Context: an optimization exercise on an open-source flow, tuned for small area, a short achievable clock period and few clock cycles. The choices shown serve that exercise and are no tape-out recipe.
In this exercise RTL edits were held to simulation tests only and were not proved equivalent to the original.

==> flow/design.v <==
module ffCalc (
	input clk,					 
	input strobe,				 
	input [3:0] token,			 
	output ready,				 
	output reg [3:0] answer		 
);
	parameter token_ADD	= 4'hA;
	parameter token_SUB	= 4'hB;
	parameter token_MUL	= 4'hC;
	parameter token_DIV	= 4'hD;
	parameter token_EQU	= 4'hE;
	parameter token_CLR	= 4'hF;
	parameter pend_ADD = 2'd0;  
	parameter pend_SUB = 2'd1;  
	parameter pend_MUL = 2'd2;  
	parameter pend_DIV = 2'd3;  
	reg [3:0] sum;
	reg [3:0] term;
	reg neg;
	reg [1:0] pend;
	reg has_op;
	wire clear = strobe & (token_CLR==token);
	wire is_number = ~token[3] | (token[2:1]==2'b00);
	wire is_func = token[3] & (token[2:1]!=2'b00) & ~(token[2] & token[1]);  
	wire [4:0] total5 = {sum, 1'b1} + {term ^ {4{neg}}, neg};
	wire [3:0] total = total5[4:1];
	function [3:0] mul3(input [3:0] t);
		case (t)
			4'd0: mul3 = 4'd0;
			4'd1: mul3 = 4'd3;
			4'd2: mul3 = 4'd6;
			4'd3: mul3 = 4'd9;
			4'd4: mul3 = 4'd12;
			4'd5: mul3 = 4'd15;
			4'd6: mul3 = 4'd2;
			4'd7: mul3 = 4'd5;
			4'd8: mul3 = 4'd8;
			4'd9: mul3 = 4'd11;
			4'd10: mul3 = 4'd14;
			4'd11: mul3 = 4'd1;
			4'd12: mul3 = 4'd4;
			4'd13: mul3 = 4'd7;
			4'd14: mul3 = 4'd10;
			4'd15: mul3 = 4'd13;
		endcase
	endfunction
	function [3:0] mul5(input [3:0] t);
		case (t)
			4'd0: mul5 = 4'd0;
			4'd1: mul5 = 4'd5;
			4'd2: mul5 = 4'd10;
			4'd3: mul5 = 4'd15;
			4'd4: mul5 = 4'd4;
			4'd5: mul5 = 4'd9;
			4'd6: mul5 = 4'd14;
			4'd7: mul5 = 4'd3;
			4'd8: mul5 = 4'd8;
			4'd9: mul5 = 4'd13;
			4'd10: mul5 = 4'd2;
			4'd11: mul5 = 4'd7;
			4'd12: mul5 = 4'd12;
			4'd13: mul5 = 4'd1;
			4'd14: mul5 = 4'd6;
			4'd15: mul5 = 4'd11;
		endcase
	endfunction
	function [3:0] mul7(input [3:0] t);
		case (t)
			4'd0: mul7 = 4'd0;
			4'd1: mul7 = 4'd7;
			4'd2: mul7 = 4'd14;
			4'd3: mul7 = 4'd5;
			4'd4: mul7 = 4'd12;
			4'd5: mul7 = 4'd3;
			4'd6: mul7 = 4'd10;
			4'd7: mul7 = 4'd1;
			4'd8: mul7 = 4'd8;
			4'd9: mul7 = 4'd15;
			4'd10: mul7 = 4'd6;
			4'd11: mul7 = 4'd13;
			4'd12: mul7 = 4'd4;
			4'd13: mul7 = 4'd11;
			4'd14: mul7 = 4'd2;
			4'd15: mul7 = 4'd9;
		endcase
	endfunction
	function [3:0] div3(input [3:0] t);
		case (t)
			4'd0: div3 = 4'd0;
			4'd1: div3 = 4'd0;
			4'd2: div3 = 4'd0;
			4'd3: div3 = 4'd1;
			4'd4: div3 = 4'd1;
			4'd5: div3 = 4'd1;
			4'd6: div3 = 4'd2;
			4'd7: div3 = 4'd2;
			4'd8: div3 = 4'd2;
			4'd9: div3 = 4'd3;
			4'd10: div3 = 4'd3;
			4'd11: div3 = 4'd3;
			4'd12: div3 = 4'd4;
			4'd13: div3 = 4'd4;
			4'd14: div3 = 4'd4;
			4'd15: div3 = 4'd5;
		endcase
	endfunction
	function [3:0] div5(input [3:0] t);
		case (t)
			4'd0: div5 = 4'd0;
			4'd1: div5 = 4'd0;
			4'd2: div5 = 4'd0;
			4'd3: div5 = 4'd0;
			4'd4: div5 = 4'd0;
			4'd5: div5 = 4'd1;
			4'd6: div5 = 4'd1;
			4'd7: div5 = 4'd1;
			4'd8: div5 = 4'd1;
			4'd9: div5 = 4'd1;
			4'd10: div5 = 4'd2;
			4'd11: div5 = 4'd2;
			4'd12: div5 = 4'd2;
			4'd13: div5 = 4'd2;
			4'd14: div5 = 4'd2;
			4'd15: div5 = 4'd3;
		endcase
	endfunction
	function [3:0] div6(input [3:0] t);
		case (t)
			4'd0: div6 = 4'd0;
			4'd1: div6 = 4'd0;
			4'd2: div6 = 4'd0;
			4'd3: div6 = 4'd0;
			4'd4: div6 = 4'd0;
			4'd5: div6 = 4'd0;
			4'd6: div6 = 4'd1;
			4'd7: div6 = 4'd1;
			4'd8: div6 = 4'd1;
			4'd9: div6 = 4'd1;
			4'd10: div6 = 4'd1;
			4'd11: div6 = 4'd1;
			4'd12: div6 = 4'd2;
			4'd13: div6 = 4'd2;
			4'd14: div6 = 4'd2;
			4'd15: div6 = 4'd2;
		endcase
	endfunction
	function [3:0] div7(input [3:0] t);
		case (t)
			4'd0: div7 = 4'd0;
			4'd1: div7 = 4'd0;
			4'd2: div7 = 4'd0;
			4'd3: div7 = 4'd0;
			4'd4: div7 = 4'd0;
			4'd5: div7 = 4'd0;
			4'd6: div7 = 4'd0;
			4'd7: div7 = 4'd1;
			4'd8: div7 = 4'd1;
			4'd9: div7 = 4'd1;
			4'd10: div7 = 4'd1;
			4'd11: div7 = 4'd1;
			4'd12: div7 = 4'd1;
			4'd13: div7 = 4'd1;
			4'd14: div7 = 4'd2;
			4'd15: div7 = 4'd2;
		endcase
	endfunction
	wire [3:0] digit = token;
	reg [3:0] prod;
	reg [3:0] quot;
	always @* begin
		if (digit[3]) begin
			prod = digit[0] ? {term[3] ^ term[0], term[2:0]} : {term[0], 3'd0};
			quot = digit[0] ? {3'd0, term[3] & (term[2:0] != 3'd0)} : {3'd0, term[3]};
		end else begin
			case (digit[2:0])
				3'd0 : begin prod = 4'd0;                quot = 4'hF; end  
				3'd1 : begin prod = term;                quot = term; end
				3'd2 : begin prod = {term[2:0], 1'b0};   quot = {1'b0, term[3:1]}; end
				3'd3 : begin prod = mul3(term);          quot = div3(term); end
				3'd4 : begin prod = {term[1:0], 2'd0};   quot = {2'd0, term[3:2]}; end
				3'd5 : begin prod = mul5(term);          quot = div5(term); end
				3'd6 : begin prod = {mul3(term), 1'b0};  quot = div6(term); end
				default : begin prod = mul7(term);       quot = div7(term); end
			endcase
		end
	end
	reg [3:0] folded;
	always @* begin
		case (pend)
			pend_MUL : folded = prod;
			pend_DIV : folded = quot;
			default  : folded = digit;
		endcase
	end
	always @(posedge clk) begin
		if (clear) begin
			sum <= 4'd0;
			term <= 4'd0;
			neg <= 1'b0;
			pend <= pend_ADD;
			has_op <= 1'b0;
		end else if (strobe) begin
			if (is_number) begin
				term <= folded;
				if (~pend[1]) begin
					sum <= total;
					neg <= pend[0];
				end
			end else if (is_func) begin
				pend <= token[1:0] + 2'd2;  
				has_op <= 1'b1;
			end
		end
	end
	always @(posedge clk) begin
		answer <= has_op ? total : 4'd0;
	end
	assign ready = 1'b1;
endmodule
==> flow/run.sh <==
#!/bin/bash
# synth_recipe.tcl (not shown) runs the flow's synth.tcl, then flattens the netlist and writes it again
# the make line also repeats each setting of config.mk as NAME=value (left out here)
make -C /OpenROAD-flow-scripts/flow DESIGN_CONFIG=/design/flow/config.mk WORK_HOME=/design/flow/orfs CLKGATE_MAP_FILE= SYNTH_SCRIPT=/design/flow/synth_recipe.tcl finish
==> flow/config.mk <==
export PLATFORM = sky130hd
export DESIGN_NAME = ffCalc
export DESIGN_NICKNAME = ffCalc
export VERILOG_FILES = /design/flow/design.v
export SDC_FILE = /design/flow/constraint.sdc
export NUM_CORES = 4
export LEC_CHECK = 0
export ABC_AREA = 1
export CAP_MARGIN = 20
export CORE_MARGIN = 2
export CORE_UTILIZATION = 40
export SLEW_MARGIN = 20
==> flow/constraint.sdc <==
create_clock -name core_clock -period 6.0 [get_ports {clk}]
set_input_delay 1.2000 -clock core_clock [delete_from_list [all_inputs] [get_ports {clk}]]
set_output_delay 1.2000 -clock core_clock [all_outputs]
set_load 0.01 [all_outputs]
==> summary.txt <==
[layer usage]
| metal | vias to the layer above | part of all wire |
|---|---|---|
| li1 | 804 | - |
| met1 | 708 | 0.47 |
| met2 | 56 | 0.46 |
| met3 | 2 | 0.066 |
| met4 | 0 | 0.0040 |
| met5 | - | 0 |
[final cells by class]
class / instances / area, um^2 / share of cell area
timing repair buffer: 9 / 90.1 / 0.0550
inverter: 30 / 113 / 0.0688
tap: 48 / 60.1 / 0.0367
sequential: 16 / 320 / 0.196
multi-input combinational: 186 / 998 / 0.610
clock buffer: 4 / 55.1 / 0.0336
[state kept, by name, summed over array words and instances, names as in the netlist]
signal and flops:
answer 4, sum 4, pend 2, neg 1, term 4, has_op 1
[power groups by stage]
stage | sequential [mW] | clock (mW) | combinational (mW)
final | 0.211 | 0.0956 | 0.383
after global routing | 0.217 | 0.102 | 0.443
after CTS | 0.210 | 0.0993 | 0.384
after detailed placement | 0.212 | 0 | 0.380
after global placement | 0.213 | 0 | 0.380
after floorplan | 0.186 | 0 | 0.312
[cells in the mapped netlist]
master | count | share of area
nand2_1 | 54 | 0.14
ha_1 | 9 | 0.077
xor2_1 | 7 | 0.042
a21oi_4 | 1 | 0.011
nand3_1 | 28 | 0.095
nor3_1 | 2 | 0.0068
clkinv_1 | 1 | 0.0026
nor2_1 | 28 | 0.072
o31ai_1 | 1 | 0.0051
buf_2 | 6 | 0.020
a21oi_2 | 1 | 0.0060
a31oi_1 | 1 | 0.0043
nand2_2 | 2 | 0.0085
a21oi_1 | 15 | 0.051
a211oi_1 | 1 | 0.0051
xnor2_1 | 2 | 0.012
nor3_4 | 1 | 0.011
o21ai_1 | 2 | 0.0068
o21a_1 | 1 | 0.0051
a221oi_1 | 1 | 0.0060
conb_1 | 1 | 0.0026
inv_2 | 2 | 0.0051
inv_1 | 27 | 0.069
nor3_2 | 1 | 0.0068
nor2_2 | 3 | 0.013
buf_4 | 1 | 0.0051
nand4_1 | 4 | 0.017
dfxtp_1 | 16 | 0.22
o21ai_0 | 14 | 0.048
o211ai_1 | 6 | 0.031
[worst reg2reg max path: cells and delay by family, from the launching register on]
kind                     cells  cell delay (ns)
AND/OR/NAND/NOR             10             0.70
buffers and inverters        3             0.37
adder cells (fa/ha/maj)      1             0.40
flip-flops                   1             0.57
[worst min-delay path by stage]
stage          slack (ns)    from         to
3_3_place_gp         0.49  sum[1]     sum[1]
5_1_grt              0.54  has_op  answer[2]
4_1_cts              0.51  sum[2]     sum[2]
3_5_place_dp         0.49  sum[2]     sum[2]
6_report             0.51  sum[1]     sum[1]
2_1_floorplan        0.47  has_op  answer[0]
[through the flow]
| stage | std cells | utilization | worst slack, ns |
|---|---|---|---|
| CTS | 293 | 0.454 | 3.22 |
| finish | 293 | 0.454 | 3.15 |
| global placement | 289 | 0.439 | 2.98 |
| global route | 293 | 0.454 | 2.96 |
| floorplan | 239 | - | 3.86 |
| detailed placement | 289 | 0.439 | 2.95 |
[cell families after synthesis]
kind of cell / Yosys count / share of synthesized area
xor+xnor: 9 / 0.0537
other cells: 1 / 0.00255
compound gates: 44 / 0.179
flops: 16 / 0.218
buf+inv: 37 / 0.102
simple gates: 123 / 0.368
fa+ha+maj: 9 / 0.0767
==> impl_metrics.json <==
{
  "result_of_the_run": "finished clean",
  "placed_wire_length_estimate_um": 2740,
  "dr_vias": 1570,
  "grt_pass1_wl_um": 6320,
  "port_buffers": 9,
  "seq_area_frac_synth": 0.218,
  "rsz0062_at_grt": "no",
  "slew_headroom": 0.550,
  "vdd_drop_max_mv": 0.159,
  "post_dp_cell_area_mm2": 0.00158,
  "total_switching_power_mw": 0.314,
  "p_total_mw": 0.689,
  "worst_reg2reg_path_startpoint": "term[0]",
  "detail_route.iter0.violations": 119,
  "antenna_found_initial": 0,
  "post_cts_setup_driven_buffer_insertion_count": 0,
  "cts_tree": "built",
  "cell_area_after_synthesis_mm2": 0.00147,
  "p_int_mw": 0.375,
  "clock-skew-final_ns": 0.00406,
  "power_per_cell_area_mw_per_mm2": 421,
  "cts-root-buf": "clkbuf_8",
  "detail-route-antenna-nets": 0,
  "antennaDiodeCount": 0,
  "timing.reg2reg.setup_slack_ns": 3.87,
  "r2r.worst_path.cells": 14,
  "routed_wire_length_per_instance_um": 12.7,
  "worst_skew_pair.late_latency_ns": 0.25,
  "grt.busiest_layer": "met2",
  "hold_depth": 2,
  "tritoncts.num_buffers": 3,
  "fp.dieW_um": 64.6,
  "max_cap_viol_count": 0,
  "critPathLaunchType": "primary input",
  "ctsResizeCount": 0,
  "critPathMaxFanout": 13,
  "clock_tree.buffer_depth": 2,
  "drc_errors": 0,
  "critical_path_startpoint": "token[0]",
  "global_route.usage.total": 0.189,
  "design.die.area_mm2": 0.00417,
  "clockPowerShare": 0.139,
  "num-fill-cells": 393,
  "class_of_the_tightest_hold_or_removal_check": "reg2reg",
  "grtUsageMet1": 0.257,
  "proportion_of_layout_cells_with_a_drive_suffix_above_1": 0.0612,
  "grt_pass1_vias": 1426,
  "leakage_nw": 0.786,
  "grt_start_max_net_pins": 21,
  "timing_worst_setup_path_type": "in2reg",
  "worst_slew_pin_slew_ns": 0.674,
  "rows": 22,
  "post_synth_num_cell_types": 30,
  "gpl.final_weighted_congestion": 0.925,
  "clkSinkCount": 16,
  "cts_max_level": 1,
  "power.combinational.fraction": 0.556,
  "cp.buffers_inverters": 3,
  "path_common_cell": "nand2_1",
  "grt_remaining_overflow": 0,
  "layout.nets": 261,
  "final_cell_area_mm2": 0.00164,
  "final_hold_violations": 0,
  "cts_hold_buffers": 0,
  "syn-mean-instance-area_um2": 6.15,
  "cts.reportedPaths.clkPinSlew_ns": 0.07,
  "synth_cells": 239,
  "fp.dieH_um": 64.6,
  "seq_power_share": 0.306,
  "syn-num-nets": 254,
  "avgViaCountPerCell": 5.36,
  "crit_path_max_delay_cell_type": "clkdlybuf4s50_1",
  "timing.critical_path.arrival_ns": 3.05,
  "area_of_the_placeable_core_mm2": 0.00361,
  "drt_first_pass_iters": 4,
  "finalHoldWorstSlack_ns": 0.506,
  "mostFrequentLayoutCell": "nand2_1",
  "timing.setup.tns_ns": 0,
  "critical_path_cell_count": 11,
  "finalCritPeriodShare": 0.476,
  "finalCriticalPeriod_ns": 2.85,
  "number_of_synthesized_register_bits": 16,
  "timing.fmax_mhz": 350,
  "num_io_pins": 11,
  "power.share.switching": 0.456,
  "cp-endpoint": "term[3]",
  "syn_to_final_growth_pct": 11.4,
  "slew_viol_final": 0,
  "worst_ep_required_time_ns": 6.20,
  "worstPathCellList": "clkdlybuf4s50_1 -> inv_1 -> nor2_1 -> nand3_1 -> nand3_1 -> nand2_1 -> nand2_1 -> nand2_1 -> nand4_1 -> nand2_1 -> inv_1",
  "cp_slowest_stage_delay_ns": 0.73,
  "critical-path-top-delay-family": "buffers and inverters",
  "gr-usage-met2": 0.310,
  "finalWirelength_um": 3730,
  "ys.warnings.count": 1,
  "floorplan.initialDensity": 0.407,
  "mostFrequentLayoutCells": "nand2_1 (54), nand3_1 (28), nor2_1 (28), inv_1 (27), dfxtp_1 (16)",
  "endpoint_kind": "flop",
  "timing.rr.end": "term[3]",
  "grt_use_met3": 0.0365,
  "setup_viol": 0
}
Testbench counts, summed over its fixed seeds: cycles 35,318.

## static timing again, ports no longer ideal
How much do the figures lean on ideal ports? The routed layout below was timed once more, with nothing changed but the port constraints. Step 1: set_driving_cell puts a clkbuf_16 on clk and a buf_2 on each other input, an assumption about the parent block. Step 2 moves the port delays by t, midway between the first and last clock arrival at a register: inputs arrive t later, outputs are due t later. That takes back most of the time a late clock gives input paths. Three values: ideal ports, drivers, drivers and shift; two values: the first two.
t (ns): 0.271
setup WS [ns]: 3.147 / 3.148 / 2.877
worst setup path after step 2: input to register
clock arrival spread, ns: 0.004 / 0.004
After both steps this run still meets setup and hold. The setup slack of this run moves by +0.001 ns with the drivers and by -0.270 ns with both steps.
